What follows belongs to an exercise in optimizing a design on an open flow for small area; a production flow would make more cautious choices. Only simulation tests tie the RTL to the original design; equivalence was not proved. Power is estimated from default activity; no workload was simulated.

[flow/flow/remap7.abc]
strash
&get -n
&st
&dch -x
&nf -R 1000
&put
[flow/flow/remap6.abc]
strash
&get -n
&st
&dch
&nf -R 1000 -C 32
&put
[flow/flow/remap5.abc]
strash
&get -n
&st
&dch -f
&nf -R 1000 -F 10 -A 10
&put
[flow/flow/run.sh]
#!/bin/bash
# Standard synthesis; then the combinational logic is re-mapped for area with a few ABC scripts
# (registers untouched) and the smallest netlist is kept; then the standard layout with a
# clock tree without dummy loads and small port buffers.
set -euo pipefail
export CTS_ARGS="-sink_clustering_enable -repair_clock_nets -dont_use_dummy_load -buf_list sky130_fd_sc_hd__clkbuf_16 -sink_clustering_size 30 -sink_clustering_max_diameter 120"
export BUFFER_PORTS_ARGS="-buffer_cell sky130_fd_sc_hd__buf_2"
R=$PWD/orfs/results/$FLOW_PLATFORM/linked_fifo/base
bash standard.sh synth > standard_synth.log 2>&1
cp $R/1_2_yosys.v $R/1_2_yosys_standard.v
export REMAP_LIB=$FLOW_HOME/platforms/sky130hd/lib/sky130_fd_sc_hd__tt_025C_1v80.lib
export REMAP_IN=$R/1_2_yosys_standard.v
export REMAP_TOP=$FLOW_TOP
export REMAP_DONT_USE="$(sed -n 's/^export DONT_USE_CELLS += //p;/^    sky130/p' $FLOW_HOME/platforms/sky130hd/config.mk | tr -d '\\' | tr -s ' \n' ' ' | sed 's/\(sky130_[a-z0-9_]*\)/-dont_use \1/g')"
YOSYS=$(command -v yosys || echo $FLOW_HOME/../tools/install/yosys/bin/yosys)
best=""; best_area=""
for s in flow/remap[0-9].abc; do
  n=$(basename $s .abc)
  export REMAP_SCRIPT=$PWD/$s REMAP_OUT=$PWD/$n.v
  if $YOSYS -c flow/remap.tcl > $n.log 2>&1; then
    a=$(sed -n 's/.*Chip area for module [^:]*: //p' $n.log | tail -1)
    echo "$n $a" >> remap_choice.log
    if [[ -n "$a" ]] && { [[ -z "$best_area" ]] || awk -v a=$a -v b=$best_area 'BEGIN{exit !(a<b)}'; }; then
      best=$n; best_area=$a
    fi
  fi
done
echo "chosen $best $best_area" >> remap_choice.log
if [[ -n "$best" ]]; then
  cp $best.v $R/1_2_yosys.v
  rm -f $R/1_synth.odb $R/1_synth.sdc
fi
bash standard.sh > standard_flow.log 2>&1
[flow/flow/remap2.abc]
strash
&get -n
&st
&dch
&nf -R 1000 -C 32 -F 4 -A 4
&put
[flow/flow/remap1.abc]
strash
&get -n
&st
&dch
&nf -R 1000 -F 20 -A 20 -C 32
&put
[flow/constraint.sdc]
create_clock -name core_clock -period 6.0 [get_ports {clk}]
set_input_delay 1.2000 -clock core_clock [delete_from_list [all_inputs] [get_ports {clk}]]
set_output_delay 1.2000 -clock core_clock [all_outputs]
set_load 0.01 [all_outputs]
[flow/flow/remap3.abc]
strash
&get -n
&st
&dch -x
&nf -R 1000 -F 10 -A 10
&put
[flow/config.mk]
export PLATFORM = sky130hd
export DESIGN_NAME = linked_fifo
export DESIGN_NICKNAME = linked_fifo
export VERILOG_FILES = /design/flow/design.v
export SDC_FILE = /design/flow/constraint.sdc
export NUM_CORES = 4
export LEC_CHECK = 0
export CAP_MARGIN = 10
export CORE_MARGIN = 2
export CORE_UTILIZATION = 50
export GPL_TIMING_DRIVEN = 0
export SETUP_SLACK_MARGIN = 0.3
export SLEW_MARGIN = 10
[flow/design.v]
module linked_fifo(rst, clk, push, push_fifo, pop, pop_fifo, d, q, empty, full, almost_full);
    parameter WIDTH = 8;
    parameter FIFOS = 8;
    parameter SLOTS = 24;
    input rst;
    input clk;
    input push;
    input [2:0] push_fifo;
    input pop;
    input [2:0] pop_fifo;
    input [WIDTH-1:0] d;
    output [WIDTH-1:0] q;
    output empty;
    output full;
    output almost_full;
    reg [WIDTH-1:0] mem [0:SLOTS-1];
    reg [4:0] s [1:FIFOS];
    reg [WIDTH-1:0] r_q;
    function [SLOTS+1:0] therm;
        input [4:0] v;
        input en;
        reg [7:0] gl;
        reg [3:0] gh, eh;
        integer j, m;
        begin
            for (j = 0; j < 8; j = j + 1) gl[j] = j >= v[2:0];
            for (j = 0; j < 4; j = j + 1) begin
                gh[j] = en & (j > v[4:3]);
                eh[j] = en & (j == v[4:3]);
            end
            therm[0] = 1'b0;
            for (j = 1; j <= SLOTS + 1; j = j + 1) begin
                m = j - 1;
                therm[j] = gh[m / 8] | (eh[m / 8] & gl[m % 8]);
            end
        end
    endfunction
    wire [4:0] sv [0:FIFOS];
    assign sv[0] = 5'd0;
    genvar k;
    generate for (k = 1; k <= FIFOS; k = k + 1) begin : g_sv
        assign sv[k] = s[k];
    end endgenerate
    wire [4:0] P = sv[push_fifo + 4'd1];
    wire [4:0] Q = sv[pop_fifo];
    wire [4:0] E = sv[pop_fifo + 4'd1];
    assign empty = (Q == E);
    wire [4:0] s8 = s[FIFOS];
    assign full = s8[4] & s8[3];
    assign almost_full = s8[4] & (s8[3] | (s8[2] & s8[1] & s8[0]));
    wire c = push_fifo < pop_fifo;
    wire up_mode = push & (~pop | c);
    wire dn_mode = pop & (~push | ~c);
    wire ld_here = ~pop | c;
    wire [SLOTS+1:0] gp = therm(P, push);
    wire [SLOTS+1:0] gq = therm(Q, pop);
    generate for (k = 1; k <= FIFOS; k = k + 1) begin : g_ptr
        wire inc = up_mode & (k > push_fifo) & ~(pop & (k > pop_fifo));
        wire dec = dn_mode & (k > pop_fifo) & ~(push & (k > push_fifo));
        wire [4:0] v = s[k];
        wire [4:0] tg;
        wire [4:0] ca, cb;
        assign ca[0] = inc;
        assign cb[0] = dec;
        genvar b;
        for (b = 1; b < 5; b = b + 1) begin : g_c
            assign ca[b] = ca[b-1] & v[b-1];
            assign cb[b] = cb[b-1] & ~v[b-1];
        end
        assign tg = ca | cb;
        always @(posedge clk)
            s[k] <= rst ? 5'd0 : s[k] ^ tg;
    end endgenerate
    wire [WIDTH-1:0] qsel [0:SLOTS];
    assign qsel[0] = {WIDTH{1'b0}};
    genvar i;
    generate
        for (i = 0; i < SLOTS; i = i + 1) begin : g_slot
            wire up = gp[i] & ~gq[i];
            wire dn = gq[i+1] & ~gp[i+2];
            wire ld = ld_here ? (gp[i+1] & ~gp[i]) : (gp[i+2] & ~gp[i+1]);
            wire hold = ~(up | dn | ld);
            wire [WIDTH-1:0] below = (i > 0) ? mem[i - 1] : {WIDTH{1'b0}};
            wire [WIDTH-1:0] above = (i < SLOTS - 1) ? mem[i + 1] : {WIDTH{1'b0}};
            always @(posedge clk)
                mem[i] <= ({WIDTH{ld}} & d) | ({WIDTH{up}} & below) | ({WIDTH{dn}} & above)
                        | ({WIDTH{hold}} & mem[i]);
            wire qs = gq[i+1] & ~gq[i];
            assign qsel[i+1] = qsel[i] | ({WIDTH{qs}} & mem[i]);
        end
    endgenerate
    always @(posedge clk)
        r_q <= qsel[SLOTS];
    assign q = r_q;
endmodule
function integer log2;
    input [31:0] value;
    for (log2=0; value>0; log2=log2+1)
        value = value>>1;
endfunction
[flow/flow/remap4.abc]
strash
&get -n
&st
&dch
&nf -R 1000 -F 10 -A 10
&put
[flow/flow/remap.tcl]
# Re-map the combinational logic of the standard synthesis for area; registers stay as they are.
yosys read_liberty -ignore_miss_func $::env(REMAP_LIB)
yosys read_verilog $::env(REMAP_IN)
yosys hierarchy -top $::env(REMAP_TOP)
yosys blackbox sky130_fd_sc_hd__df* sky130_fd_sc_hd__edf* sky130_fd_sc_hd__sdf* sky130_fd_sc_hd__sedf* sky130_fd_sc_hd__dl*
yosys flatten
yosys hierarchy -top $::env(REMAP_TOP)
yosys opt -purge
yosys rename -hide w:_*_.*
yosys stat
yosys abc -liberty $::env(REMAP_LIB) {*}$::env(REMAP_DONT_USE) -script $::env(REMAP_SCRIPT)
yosys opt_clean -purge
yosys hilomap -singleton -hicell sky130_fd_sc_hd__conb_1 HI -locell sky130_fd_sc_hd__conb_1 LO
yosys splitnets
yosys opt_clean -purge
yosys insbuf -buf sky130_fd_sc_hd__buf_4 A X
yosys check
yosys stat -liberty $::env(REMAP_LIB)
yosys write_verilog -noattr -nohex -nodec $::env(REMAP_OUT)
[flow/standard.sh]
#!/bin/bash
# synth_recipe.tcl (not shown) runs the flow's synth.tcl, then flattens the netlist and writes it again
# the make line also repeats each setting of config.mk as NAME=value (left out here)
make -C /OpenROAD-flow-scripts/flow DESIGN_CONFIG=/design/flow/config.mk WORK_HOME=/design/flow/orfs CLKGATE_MAP_FILE= SYNTH_SCRIPT=/design/flow/synth_recipe.tcl "${@:-finish}"
==> flow_summary.ini, run 1 <==
[cells_and_area]
layout.nets = 1569
fin_area_um2 = 13300
post-route-util = 0.5501
nFillCells = 2312
area_growth_pct = 8.659
diodes = 0
drive_gt1_frac = 0.05100

[sta]
rsz0062_at_grt = yes
maxSlewViolCount = 0
hold_violations = 0
period_share = 0.9359
min_period_ns = 5.615
fmax_mhz = 178.1
skew_ns = 0.05915
final-setup-viol-count = 0
worstMarginPinSlew_ns = 1.266
slew_headroom = 0.1493
setup-tns-final_ns = 0

[worst_setup_path]
worstPathRequired_ns = 4.80
crit_buf_inv = 4
crit_type = in2out
path_cells = buf_2 -> clkinv_1 -> and3_1 -> a21oi_1 -> o21ai_0 -> a221oi_2 -> clkinv_1 -> xnor2_1 -> nor3_1 -> buf_2
slowest_delay_ns = 0.65
crit_path_end_kind = primary output
path_delay_family = buffers and inverters
cp-start-kind = primary input
cp_slowest_cell = a221oi_2
path_max_fanout = 25
worstPathArrival_ns = 4.42

[route]
ant_nets = 0
wire_per_inst_um = 28.28
drc = 0
first_pass_iters = 13
vias = 13920
wirelength_um = 52980
vias_per_cell = 7.433
drtIter0Drc = 3083

[power]
power.density_nw_per_um2 = 430.8
irDropWorstVdd_v = 0.0002684
finalPower_uw = 5729
p_leak_uw = 0.005277

[status]
status = no timing/DRC/antenna violations

[logic_synthesis]
netlist_area_um2 = 12240
synth.net_count = 1521
yosys_warnings = 3
syn_area_per_cell_um2 = 8.143
netlist_instances = 1503

[global_routing]
use_met1 = 0.6029
antenna_found_initial = 1
grt_pass1_vias = 12190
busiest_layer = met1
use_met3 = 0.09091
grt_overflow = 0
groute.usage.overall = 0.3979
use_met2 = 0.5566
grt_max_degree = 41
grt_pass1_wl_um = 78980

[job]
drv_cap = 0

[clock_tree]
insertion_delay_ns = 0.50
numCtsBuffers = 12
cts_max_level = 1
tritoncts = done
clock_path_buffers = 3
root_buffer = clkbuf_16
post_cts_buffers = 0
cts.clk_slew.worst_paths_ns = 0.11
cts_sinks = 240
hold_buffers = 0

[die]
coreArea_um2 = 24180
io_pins = 29
initial_utilization = 0.5062
rows = 57
dieArea_um2 = 25750
die_h_um = 160.5
die_x_um = 160.5

[place]
dp.final_hpwl_um = 39370
gp_congestion = 1.084
place_area_um2 = 12900
placement.io_buffers = 28

[hold_path]
hold_path.class = reg2reg
## routing by layer
metal | wire length, µm | share of wire
met5 | 13 | 0.00025
met4 | 2307 | 0.044
met3 | 8038 | 0.15
met2 | 20990 | 0.40
met1 | 21620 | 0.41
## where the power goes
part           leakage [µW]  total, µW  switching [µW]  internal [µW]
Sequential          0.00199       3250            1040           2210
Clock              0.000148        881             517            363
Combinational       0.00314       1600             942            661
Total               0.00528       5730            2500           3230
## timing repair
action,in CTS,in global routing
cloned,0,0
setup endpoints to repair,72,97
resized for setup,5,20
pin swaps,0,0
## sequential cells by signal (all words and copies together), names as in the netlist
signal / flops
mem: 192
s: 40
r_q: 8
## final timing paths
check             slack (ns)         from  cells after the start    endpoint
setup / recovery        0.38  pop_fifo[0]                     10       empty
hold / removal          0.47    mem[0][0]                      2   mem[0][0]
setup reg to reg        1.68      s[6][2]                     13  mem[17][7]
hold reg to reg         0.47    mem[0][0]                      2   mem[0][0]
## cell usage in the layout, fill, tap and decap left out, types with 4 or more instances in the layout
master       n
clkinv_1    33
o22ai_1      5
mux2i_1     15
and4_1       5
nor3_2      10
or3_1        6
nor3_1      39
a31oi_1      6
a221oi_1    18
and2_0       8
a211oi_1     5
a222oi_1   182
a21oi_1     51
buf_4        5
a221o_1     23
nand2_1    414
buf_2       28
nor4_2       4
a22o_1      27
nand3_1     33
nand4_1      9
nor2_1     146
and3_1      14
xnor2_1     37
nand2b_1     9
o21ai_0     49
a22oi_1     39
mux2_1       8
clkbuf_16   12
xor2_1      13
nor2b_1      4
dfxtp_1    240
## worst register-to-register path, delay by kind of cell (launching register included)
kind / cells / cell delay, ns
AO/OA/AOI/OAI: 6 / 2.00
buffers and inverters: 1 / 0.51
flip-flops: 1 / 0.46
AND/OR/NAND/NOR: 6 / 1.22
## stage by stage
step                      setup WS (ns)  hold slack (ns)  cells
after floorplan                  0.5929           0.4302   1503
after global placement           -2.846           0.4479   1855
after detailed placement        -0.8778           0.4527   1861
after CTS                        0.3444           0.4692   1873
after global routing             0.1610           0.4694   1873
final                            0.3846           0.4674   1873
## final cells by class
| type | instances | area, µm² | share of cell area |
|---|---|---|---|
| clock buffer | 12 | 300.3 | 0.02258 |
| inverter | 34 | 128.9 | 0.009691 |
| multi-input combinational | 1229 | 7462 | 0.5611 |
| sequential | 240 | 4805 | 0.3613 |
| tap | 324 | 405.4 | 0.03048 |
| timing repair buffer | 34 | 197.7 | 0.01487 |
==> run 2: changes to the inputs <==
--- a/flow/config.mk
+++ b/flow/config.mk
@@ -7,7 +7,6 @@
 export LEC_CHECK = 0
 export CAP_MARGIN = 10
 export CORE_MARGIN = 2
-export CORE_UTILIZATION = 50
+export CORE_UTILIZATION = 40
 export GPL_TIMING_DRIVEN = 0
-export SETUP_SLACK_MARGIN = 0.3
 export SLEW_MARGIN = 10
==> run 2 against run 1 <==
Die area is 24% higher. Flip-flop and latch count did not move. Non-clock buffer count rose by 1. Critical path type unchanged. Highest routed layer unchanged.
==> flow_summary.ini, run 2 <==
[status]
status = no timing/DRC/antenna violations

[cells_and_area]
diodes = 0
area_growth_pct = 8.628
regMostFlops = mem
layout_common_cells = nand2_1, dfxtp_1, a222oi_1, nor2_1, a21oi_1
post-route-util = 0.4381
reg_top3 = mem x192, s x40, r_q x8
drive_gt1_frac = 0.04196
largest_reg_flops = 192
layout.nets = 1569
layout_commonest_cell = nand2_1

[job]
drv_cap = 0

[die]
dieArea_um2 = 32010
coreArea_um2 = 30350
die_h_um = 178.9
initial_utilization = 0.4033
rows = 64
die_x_um = 178.9
io_pins = 29

[global_routing]
grt_pass1_wl_um = 80170
grt_overflow = 0
groute.usage.overall = 0.3318
antenna_found_initial = 2
grt_pass1_vias = 12340
grt_max_degree = 41

[route]
wire_per_inst_um = 27.60
ant_nets = 0
drc = 0
first_pass_iters = 12
wirelength_um = 53690
vias_per_cell = 6.951
vias = 13520
drtIter0Drc = 2664

[logic_synthesis]
syn_area_per_cell_um2 = 8.143
netlist_instances = 1503
yosys_warnings = 3
netlist_area_um2 = 12240
synth.net_count = 1521

[clock_tree]
tritoncts = done
cts.clk_slew.worst_paths_ns = 0.12
insertion_delay_ns = 0.49
cts_max_level = 1
root_buffer = clkbuf_16
clock_path_buffers = 3
hold_buffers = 0
cts_sinks = 240
post_cts_buffers = 0
numCtsBuffers = 11

[power]
p_leak_uw = 0.005245
combinationalPowerShare = 0.279
power.density_nw_per_um2 = 427.7
p_sw_uw = 2490
irDropWorstVdd_v = 0.0001975
power.share.clock = 0.150
pwr-share-seq = 0.571
swShare = 0.4379
p_int_uw = 3197

[sta]
skew_ns = 0.01371
period_share = 0.9647
slew_headroom = 0.1694
hold_violations = 0
maxSlewViolCount = 0
final-setup-viol-count = 0
worstMarginPinSlew_ns = 1.236
rsz0062_at_grt = no
setup-tns-final_ns = 0
worst_slack_ns = 0.2115
min_period_ns = 5.788
fmax_mhz = 172.8

[place]
placement.io_buffers = 28
post-place-ws_ns = -1.039
dp.final_hpwl_um = 39860
gp_congestion = 1.062

[worst_setup_path]
path_max_fanout = 22
rrSetupSlack_ns = 1.45
cp-start-kind = primary input
path_common_cell = buf_2
worstPathArrival_ns = 4.59
path_delay_family = buffers and inverters
crit_path_end_kind = primary output
path_cells = buf_2 -> clkinv_1 -> a221oi_1 -> a31oi_1 -> a21oi_4 -> clkinvlp_4 -> xnor2_1 -> nand3_1 -> nor3_1 -> buf_2
worstReg2RegStart = s[2][0]
crit_path_start = pop_fifo[2]
crit_buf_inv = 4
worstPathRequired_ns = 4.80
slowest_delay_ns = 0.73
crit_type = in2out
cp_slowest_cell = a21oi_4

[hold_path]
hold_start = mem[23][6]
hold_path.class = reg2reg
run 2: per-stage QoR:
stage                     hold WS (ns)  power (µW)  instance area [µm²]  cells
final                           0.4719        5687                13300   1945
after global routing            0.5056        5968                13300   1945
after CTS                       0.4683        5607                13280   1945
after detailed placement        0.4511        4766                12990   1934
after global placement          0.4474        4725                12870   1927
after floorplan                 0.4302        3830                12240   1503
run 2: repair_timing:
| action | 4_1_cts | 5_1_grt |
|---|---|---|
| gates resized for setup | 4 | 4 |
| setup endpoints to repair | 70 | 62 |
| endpoints found under the hold margin | 0 | 0 |
| pin swaps | 0 | 0 |
| cloned | 0 | 0 |
run 2: path summary, 6_finish.rpt:
| kind | depth (start not counted) | to |
|---|---|---|
| setup / recovery | 10 | empty |
| hold / removal | 2 | mem[22][6] |
| setup reg to reg | 13 | mem[20][7] |
| hold reg to reg | 2 | mem[22][6] |
run 2: tightest hold or removal path: cells and delay by family, from the launching register on:
family / cells / cell delay [ns]
flip-flops: 1 / 0.35
AND/OR/NAND/NOR: 2 / 0.10
run 2: power by group through the flow:
stage / logic [µW] / clock network [µW] / registers (µW)
floorplan: 1130 / 0 / 2700
global placement: 1500 / 0 / 3220
detailed placement: 1540 / 0 / 3220
CTS: 1550 / 868 / 3190
global route: 1770 / 912 / 3280
finish: 1590 / 852 / 3250
run 2: per-layer routing:
| metal | vias to the layer above | part of all wire | track usage |
|---|---|---|---|
| li1 | 6000 | - | - |
| met5 | - | 0.0017 | 0 |
| met3 | 138 | 0.12 | 0.08461 |
| met1 | 6515 | 0.43 | 0.4751 |
| met4 | 4 | 0.040 | 0.1101 |
| met2 | 862 | 0.41 | 0.4817 |
run 2: layout make-up:
class	instances	area (µm²)
well taps	396	495.5
repair buffers	35	185.2
clock buffers	11	275.3
multi-input cells	1229	7403
fillers	3086	17050
inverters	34	131.4
flip-flops and latches	240	4805
==> run 3: changes to the inputs <==
--- a/flow/flow/run.sh
+++ b/flow/flow/run.sh
@@ -3,7 +3,7 @@
 # (registers untouched) and the smallest netlist is kept; then the standard layout with a
 # clock tree without dummy loads and small port buffers.
 set -euo pipefail
-export CTS_ARGS="-sink_clustering_enable -repair_clock_nets -dont_use_dummy_load -buf_list sky130_fd_sc_hd__clkbuf_16 -sink_clustering_size 30 -sink_clustering_max_diameter 120"
+export CTS_ARGS="-sink_clustering_enable -repair_clock_nets -dont_use_dummy_load -buf_list sky130_fd_sc_hd__clkbuf_8 -sink_clustering_size 16 -sink_clustering_max_diameter 80"
 export BUFFER_PORTS_ARGS="-buffer_cell sky130_fd_sc_hd__buf_2"
 R=$PWD/orfs/results/$FLOW_PLATFORM/linked_fifo/base
 bash standard.sh synth > standard_synth.log 2>&1
==> run 3 against run 2 <==
Sequential power barely moved. Highest routed layer unchanged. Clock skew rose by 0.060 ns. Critical path depth did not move. Worst hold slack got worse by 0.030 ns. Largest power group unchanged. Flip-flop and latch count did not move.
==> flow_summary.ini, run 3 <==
[worst_setup_path]
cp-start-kind = primary input
path_cells = buf_2 -> clkinv_1 -> a221oi_1 -> a31oi_1 -> a21oi_4 -> clkinvlp_4 -> xnor2_1 -> nand3_1 -> nor3_1 -> buf_2
worstPathRequired_ns = 4.80
crit_type = in2out
path_max_fanout = 22
path_common_cell = buf_2
worstReg2RegStart = s[3][0]
crit_buf_inv = 4
rrSetupSlack_ns = 1.40
worstPathArrival_ns = 4.58
crit_path_end_kind = primary output
crit_path_start = pop_fifo[2]
slowest_delay_ns = 0.72
path_delay_family = buffers and inverters
cp_slowest_cell = a21oi_4

[sta]
worstMarginPinSlew_ns = 1.299
maxSlewViolCount = 0
finalHoldWorstSlack_ns = 0.4417
period_share = 0.9641
final-setup-viol-count = 0
slew_headroom = 0.1272
min_period_ns = 5.785
fmax_mhz = 172.9
rsz0062_at_grt = no
skew_ns = 0.07371
hold_violations = 0

[route]
drc = 0
wirelength_um = 54280
vias_per_cell = 6.924
drtIter0Drc = 2710
ant_nets = 0
vias = 13540
wire_per_inst_um = 27.76
first_pass_iters = 11

[job]
drv_cap = 0

[place]
dp.final_hpwl_um = 39860
placement.io_buffers = 28
dpl.cell_count = 1934
gp_congestion = 1.062

[die]
rows = 64
coreArea_um2 = 30350
die_x_um = 178.9
io_pins = 29
die_h_um = 178.9
initial_utilization = 0.4033
dieArea_um2 = 32010

[global_routing]
grt_max_degree = 41
groute.usage.overall = 0.3345
grt_overflow = 0
grt_pass1_wl_um = 80610
antenna_found_initial = 2
grt_pass1_vias = 12450

[clock_tree]
numCtsBuffers = 20
post_cts_buffers = 0
root_buffer = clkbuf_8
clock_path_buffers = 3
tritoncts = done
cts_max_level = 1
insertion_delay_ns = 0.59
hold_buffers = 0
cts.clk_slew.worst_paths_ns = 0.09
cts_sinks = 240

[cells_and_area]
area_growth_pct = 8.649
layout_commonest_cell = nand2_1
largest_reg_flops = 192
layout_common_cells = nand2_1, dfxtp_1, a222oi_1, nor2_1, a21oi_1
final_cell_count_no_fill = 1955
reg_top3 = mem x192, s x40, r_q x8
regMostFlops = mem
layout.nets = 1578
drive_gt1_frac = 0.04750

[logic_synthesis]
syn_area_per_cell_um2 = 8.143
yosys_warnings = 3
netlist_instances = 1503
netlist_area_um2 = 12240
synth.net_count = 1521

[power]
combinationalPowerShare = 0.279
swShare = 0.4448
p_sw_uw = 2534
power.share.clock = 0.149
p_int_uw = 3162
finalPower_uw = 5696
p_leak_uw = 0.005253
irDropWorstVdd_v = 0.0002356
pwr-share-seq = 0.572
power.density_nw_per_um2 = 428.3

[status]
status = no timing/DRC/antenna violations

[hold_path]
hold_start = mem[0][6]
hold_path.class = reg2reg
[run 3: cell types whose count changed in the layout (fill, tap and decap cells not counted)]
cell,change
diode_2,+1
clkbuf_16,-11
clkbuf_8,+20
[run 3: routing by layer]
metal	vias up	share of wire	wire (µm)	track usage
li1	6021	-	-	-
met1	6517	0.42	22940	0.4739
met2	867	0.41	22280	0.4843
met3	129	0.13	6816	0.08842
met4	2	0.041	2228	0.1216
met5	-	0.00024	13	0
[run 3: worst register-to-register path, delay by kind of cell, from the launching register on]
family | cells | cell delay [ns]
compound gates | 4 | 1.38
simple gates | 7 | 1.74
flops | 1 | 0.41
buf+inv | 1 | 0.61
mux | 1 | 0.33
[run 3: cell type report]
| cell class | count | area [µm²] |
|---|---|---|
| repair buffers | 35 | 185.2 |
| inverters | 34 | 131.4 |
| fillers | 3101 | 17050 |
| diodes | 1 | 2.502 |
| multi-input cells | 1229 | 7403 |
| well taps | 396 | 495.5 |
| flip-flops and latches | 240 | 4805 |
| clock buffers | 20 | 275.3 |
[run 3: worst paths after layout]
check | cells after the start | end
setup reg to reg | 13 | mem[20][4]
hold reg to reg | 2 | mem[1][6]
setup / recovery | 10 | empty
hold / removal | 2 | mem[1][6]
[run 3: through the flow]
stage                     TNS (ns)  setup WS (ns)  area, µm²    util
final                            0         0.2152      13300  0.4382
after global routing             0        0.08537      13300  0.4381
after CTS                        0         0.1755      13280  0.4376
after detailed placement    -61.37         -1.039      12990  0.4280
after global placement     -268.03         -2.950      12870  0.4242
after floorplan                  0         0.5929      12240       -
[run 3: power groups by stage]
| stage | clock (µW) | combinational, µW | sequential, µW |
|---|---|---|---|
| 6_report | 849 | 1590 | 3260 |
| 5_1_grt | 915 | 1770 | 3290 |
| 4_1_cts | 855 | 1550 | 3190 |
| 3_5_place_dp | 0 | 1540 | 3220 |
| 3_3_place_gp | 0 | 1500 | 3220 |
| 2_1_floorplan | 0 | 1130 | 2700 |
[run 3: what timing repair did]
item / CTS / global route
cloned: 0 / 0
setup endpoints to repair: 51 / 31
gates resized for setup: 4 / 4
==> run 4: changes to the inputs <==
--- a/flow/config.mk
+++ b/flow/config.mk
@@ -9,4 +9,5 @@
 export CORE_MARGIN = 2
 export CORE_UTILIZATION = 40
 export GPL_TIMING_DRIVEN = 0
+export SETUP_SLACK_MARGIN = 0.4
 export SLEW_MARGIN = 10
==> run 4 against run 3 <==
Register-to-register slack improved by 0.12 ns. Utilization increased by 0.21 points. Critical endpoint unchanged. Worst hold slack got worse by 0.0063 ns. Via count is 1.2% higher. Sequential share of layout area down 0.18 points. Area after synthesis unchanged. Maximum frequency is 3.5% higher. Combinational power barely moved. Highest routed layer unchanged. Total power is 0.31% higher. Flip-flop and latch count did not move. Largest power group unchanged. Cell count unchanged.
==> flow_summary.ini, run 4 <==
[sta]
fmax_mhz = 178.9
final-setup-viol-count = 0
hold_violations = 0
min_period_ns = 5.591
finalHoldWorstSlack_ns = 0.4354
setup-tns-final_ns = 0
slew_headroom = 0.1124
worstMarginPinSlew_ns = 1.321
worst_slack_ns = 0.4089
skew_ns = 0.07434
period_share = 0.9318
rsz0062_at_grt = yes
maxSlewViolCount = 0

[logic_synthesis]
syn_area_per_cell_um2 = 8.143
netlist_instances = 1503
yosys_warnings = 3
synth.net_count = 1521
netlist_area_um2 = 12240

[die]
initial_utilization = 0.4033
coreArea_um2 = 30350
rows = 64
io_pins = 29
dieArea_um2 = 32010
die_h_um = 178.9
die_x_um = 178.9

[global_routing]
grt_pass1_vias = 12450
grt_overflow = 0
groute.usage.overall = 0.3345
grt_pass1_wl_um = 80610
antenna_found_initial = 2
grt_max_degree = 41

[clock_tree]
numCtsBuffers = 20
post_cts_buffers = 0
cts_sinks = 240
cts_max_level = 1
hold_buffers = 0
tritoncts = done
clock_path_buffers = 3
cts.clk_slew.worst_paths_ns = 0.10
insertion_delay_ns = 0.60
root_buffer = clkbuf_8

[power]
pwr-share-seq = 0.570
irDropWorstVdd_v = 0.0002361
power.density_nw_per_um2 = 427.6
power.share.clock = 0.149
swShare = 0.4458
combinationalPowerShare = 0.280
p_leak_uw = 0.005274
p_sw_uw = 2547
p_int_uw = 3167

[job]
drv_cap = 0

[worst_setup_path]
reg2reg_depth = 11
worstPathRequired_ns = 4.80
rrSetupSlack_ns = 1.52
worstPathArrival_ns = 4.39
cp-start-kind = primary input
crit_type = in2out
reg2reg_to = mem[22][5]
crit_path_end_kind = primary output
worstReg2RegStart = s[3][0]
path_max_fanout = 25

[hold_path]
hold_end = mem[2][2]
min_path_cells = 2
hold_path.class = reg2reg
hold_start = mem[1][2]

[place]
post-place-ws_ns = -1.039
place_area_um2 = 12990
dp.final_hpwl_um = 39860
placement.io_buffers = 28
gp_congestion = 1.062

[cells_and_area]
layout_common_cells = nand2_1, dfxtp_1, a222oi_1, nor2_1, a21oi_1
fin_area_um2 = 13360
drive_gt1_frac = 0.05709
regMostFlops = mem
reg_top3 = mem x192, s x40, r_q x8
diodes = 0
post-route-util = 0.4403
layout.nets = 1579
area_growth_pct = 9.180
layout_commonest_cell = nand2_1
largest_reg_flops = 192

[route]
ant_nets = 0
vias = 13700
vias_per_cell = 7.006
wire_per_inst_um = 27.90
wirelength_um = 54550
drtIter0Drc = 2892
first_pass_iters = 13
drc = 0

[status]
status = no timing/DRC/antenna violations
==> run 4: power by group through the flow <==
stage | registers (µW) | logic (µW) | clock network [µW]
CTS | 3190 | 1550 | 855
floorplan | 2700 | 1130 | 0
global placement | 3220 | 1500 | 0
finish | 3260 | 1600 | 854
global route | 3290 | 1780 | 915
detailed placement | 3220 | 1540 | 0
==> run 4: area by class of cell <==
type | count | area (µm²)
clock buffer | 20 | 275.3
fill | 3092 | 16990
inverter | 34 | 128.9
multi-input combinational | 1230 | 7473
sequential | 240 | 4805
tap | 396 | 495.5
timing repair buffer | 35 | 185.2
==> run 4: repair_timing <==
action                                  4_1_cts  5_1_grt
gates cloned                                  0        1
pin swaps                                     0        0
gates resized for setup                       6       17
endpoints found under the setup margin      104       75
==> run 4: critical path, stage by stage <==
cell and delay [ns]:
buf_2 0.40, clkinv_1 0.43, and3_1 0.29, a21oi_1 0.10, o21ai_0 0.12, a221oi_2 0.63, clkinv_1 0.53, xnor2_1 0.26
nor3_1 0.23, buf_2 0.18
==> run 4: metal layers <==
metal	vias to the layer above	part of all wire	global-route usage
met1	6603	0.42	0.4739
met3	135	0.12	0.08842
met5	-	0.00049	0
met2	937	0.41	0.4843
met4	4	0.041	0.1216
li1	6017	-	-
==> run 4: metrics by stage <==
step	total power (µW)	std cells
finish	5714	1955
global route	5987	1955
CTS	5596	1954
detailed placement	4766	1934
global placement	4725	1927
floorplan	3830	1503
==> run 4: worst max-delay path by stage <==
| stage | to | from | slack [ns] |
|---|---|---|---|
| after floorplan | mem[23][0] | pop_fifo[0] | 0.59 |
| after global placement | mem[23][5] | pop_fifo[2] | -2.95 |
| after detailed placement | mem[9][4] | push_fifo[2] | -1.04 |
| after CTS | mem[17][7] | pop_fifo[0] | 0.42 |
| after global routing | mem[23][4] | push_fifo[2] | 0.29 |
| final | empty | pop_fifo[0] | 0.41 |
==> run 5: changes to the inputs <==
--- a/flow/flow/run.sh
+++ b/flow/flow/run.sh
@@ -4,7 +4,7 @@
 # clock tree without dummy loads and small port buffers.
 set -euo pipefail
 export CTS_ARGS="-sink_clustering_enable -repair_clock_nets -dont_use_dummy_load -buf_list sky130_fd_sc_hd__clkbuf_8 -sink_clustering_size 16 -sink_clustering_max_diameter 80"
-export BUFFER_PORTS_ARGS="-buffer_cell sky130_fd_sc_hd__buf_2"
+export BUFFER_PORTS_ARGS="-buffer_cell sky130_fd_sc_hd__buf_1"
 R=$PWD/orfs/results/$FLOW_PLATFORM/linked_fifo/base
 bash standard.sh synth > standard_synth.log 2>&1
 cp $R/1_2_yosys.v $R/1_2_yosys_standard.v
==> flow/config.mk (replaced) <==
export PLATFORM = sky130hd
export DESIGN_NAME = linked_fifo
export DESIGN_NICKNAME = linked_fifo
export VERILOG_FILES = /design/flow/design.v
export SDC_FILE = /design/flow/constraint.sdc
export NUM_CORES = 4
export LEC_CHECK = 0
export CAP_MARGIN = 5
export CORE_MARGIN = 2
export CORE_UTILIZATION = 40
export GPL_TIMING_DRIVEN = 0
export SETUP_SLACK_MARGIN = 0.2
export SLEW_MARGIN = 5
==> run 5 against run 4 <==
Clock skew decreased by 0.020 ns. Worst setup slack worse by 0.16 ns. Synthesized cell count unchanged. Non-clock buffer count is 1 higher. Via count rose by 0.27%. Sequential power hardly changed. Routed wire length up 1.7%. First-iteration DRC count up 10%. Total power about the same. Critical path type unchanged.
==> flow_summary.ini, run 5 <==
[clock_tree]
cts_max_level = 1
cts.clk_slew.worst_paths_ns = 0.10
hold_buffers = 0
clock_path_buffers = 3
cts_sinks = 240
numCtsBuffers = 20
tritoncts = done
root_buffer = clkbuf_8
insertion_delay_ns = 0.58

[place]
gp_congestion = 1.026
dp.final_hpwl_um = 40840
placement.io_buffers = 28
dpl.cell_count = 1934
post-place-ws_ns = -1.529

[logic_synthesis]
netlist_instances = 1503
netlist_area_um2 = 12240
synth.net_count = 1521
syn_area_per_cell_um2 = 8.143
yosys_warnings = 3

[worst_setup_path]
crit_buf_inv = 4
path_cells = clkdlybuf4s15_2 -> clkinv_1 -> a221oi_1 -> a31oi_2 -> a21oi_4 -> clkinv_2 -> xnor2_1 -> nand3_1 -> nor3_1 -> buf_1
worstPathArrival_ns = 4.55
path_delay_family = buffers and inverters
cp-start-kind = primary input
slowest_delay_ns = 0.58
worstPathRequired_ns = 4.80
crit_path_end_kind = primary output
path_max_fanout = 21
cp_slowest_cell = a21oi_4
crit_type = in2out

[power]
combinationalPowerShare = 0.281
power.share.clock = 0.147
power.density_nw_per_um2 = 424.7
swShare = 0.4454
p_int_uw = 3166
finalPower_uw = 5708
p_leak_uw = 0.005237
pwr-share-seq = 0.572
p_sw_uw = 2543
irDropWorstVdd_v = 0.0002511

[route]
vias_per_cell = 7.021
ant_nets = 0
vias = 13730
drtIter0Drc = 3188
drc = 0
wire_per_inst_um = 28.37
wirelength_um = 55480
first_pass_iters = 9

[cells_and_area]
final_cell_count_no_fill = 1956
layout_commonest_cell = nand2_1
layout.nets = 1580
drive_gt1_frac = 0.05321
diodes = 0
area_growth_pct = 9.814
reg_top3 = mem x192, s x40, r_q x8
largest_reg_flops = 192
regMostFlops = mem
layout_common_cells = nand2_1, dfxtp_1, a222oi_1, nor2_1, a21oi_1
nFillCells = 3202

[sta]
period_share = 0.9582
min_period_ns = 5.749
maxSlewViolCount = 0
fmax_mhz = 173.9
skew_ns = 0.05426
slew_headroom = 0.1465
rsz0062_at_grt = yes
worstMarginPinSlew_ns = 1.270
final-setup-viol-count = 0
hold_violations = 0
worst_slack_ns = 0.2506

[die]
initial_utilization = 0.4033
die_h_um = 178.9
coreArea_um2 = 30350
die_x_um = 178.9
io_pins = 29
rows = 64
dieArea_um2 = 32010

[global_routing]
groute.usage.overall = 0.3436
grt_pass1_wl_um = 81780
grt_overflow = 0
antenna_found_initial = 0
grt_pass1_vias = 12240
grt_max_degree = 41

[job]
drv_cap = 0

[hold_path]
hold_path.class = reg2reg

[status]
status = no timing/DRC/antenna violations
==> run 5: worst register-to-register path, delay by kind of cell, from the launching register on <==
| family | cells | cell delay, ns |
|---|---|---|
| compound gates | 4 | 1.40 |
| flops | 1 | 0.41 |
| buf+inv | 1 | 0.42 |
| mux | 1 | 0.32 |
| simple gates | 7 | 1.79 |
==> run 5: final timing paths <==
check	cells after the start	slack, ns	startpoint	to
max	10	0.25	pop_fifo[2]	empty
min	2	0.47	mem[0][2]	mem[1][2]
max reg2reg	13	1.56	s[2][0]	mem[20][7]
min reg2reg	2	0.47	mem[0][2]	mem[1][2]
==> run 5: timing repair <==
item	4_1_cts	5_1_grt
cloned	1	0
setup buffers	0	0
gates resized for setup	21	23
endpoints found under the setup margin	172	127
==> run 5: through the flow <==
stage	hold WS, ns	utilization	cell area [µm²]	setup TNS [ns]
after global placement	0.4475	0.4231	12840	-424.49
after floorplan	0.4302	-	12240	0
after CTS	0.4720	0.4391	13330	0
after detailed placement	0.4531	0.4273	12970	-156.32
final	0.4712	0.4429	13440	0
after global routing	0.4836	0.4429	13440	0
==> run 5: layout make-up <==
cell class / instances / area (µm²) / area share
multi-input cells: 1230 / 7528 / 0.5601
flip-flops and latches: 240 / 4805 / 0.3575
well taps: 396 / 495.5 / 0.03686
clock buffers: 20 / 275.3 / 0.02048
repair buffers: 36 / 203.9 / 0.01517
inverters: 34 / 132.6 / 0.009868
==> run 5: power by group through the flow <==
stage | combinational (µW) | clock, µW | sequential [µW]
6_report | 1600 | 838 | 3270
3_3_place_gp | 1500 | 0 | 3230
5_1_grt | 1780 | 903 | 3290
4_1_cts | 1560 | 855 | 3200
2_1_floorplan | 1130 | 0 | 2700
3_5_place_dp | 1540 | 0 | 3230
==> run 5: per-layer routing <==
layer / global-route usage / vias to the layer above / wire (µm)
met2: 0.4989 / 897 / 23080
met5: 0 / - / 0
li1: - / 6022 / -
met3: 0.08355 / 129 / 6822
met1: 0.4935 / 6685 / 23390
met4: 0.1165 / 0 / 2190

## re-timing with driven ports
In the flow no input, the clock included, has a driving cell. The finished layouts below were timed again as built, in two steps.
Step 1 (the two cells are an assumption about what drives the block):
set clk [get_ports {clk}]
set_driving_cell -lib_cell sky130_fd_sc_hd__clkbuf_16 $clk
set_driving_cell -lib_cell sky130_fd_sc_hd__buf_2 [delete_from_list [all_inputs] $clk]
Step 2 moves the port delays by t, midway between the first and last clock arrival at a register: inputs arrive t later, outputs are due t later. That takes back most of the time a late clock gives input paths.
Slacks: ideal / step 1 / step 2; pairs: ideal / step 1.
run	shift t [ns]	setup WS [ns]	slew at the worst register clock pin (ns)
run 1	0.525	0.385 / 0.363 / 0.002	0.12 / 0.12
run 2	0.538	0.212 / 0.191 / -0.232	0.12 / 0.12
run 3	0.605	0.215 / 0.194 / -0.207	0.11 / 0.11
run 4	0.609	0.409 / 0.382 / -0.081	0.12 / 0.12
run 5	0.601	0.251 / 0.231 / -0.275	0.11 / 0.11
Met with ideal ports but missed after step 2: setup timing in run 2, run 3, run 4 and run 5. The setup slack of run 5, which loses most, moves by -0.020 ns with the drivers and by -0.526 ns with both steps.
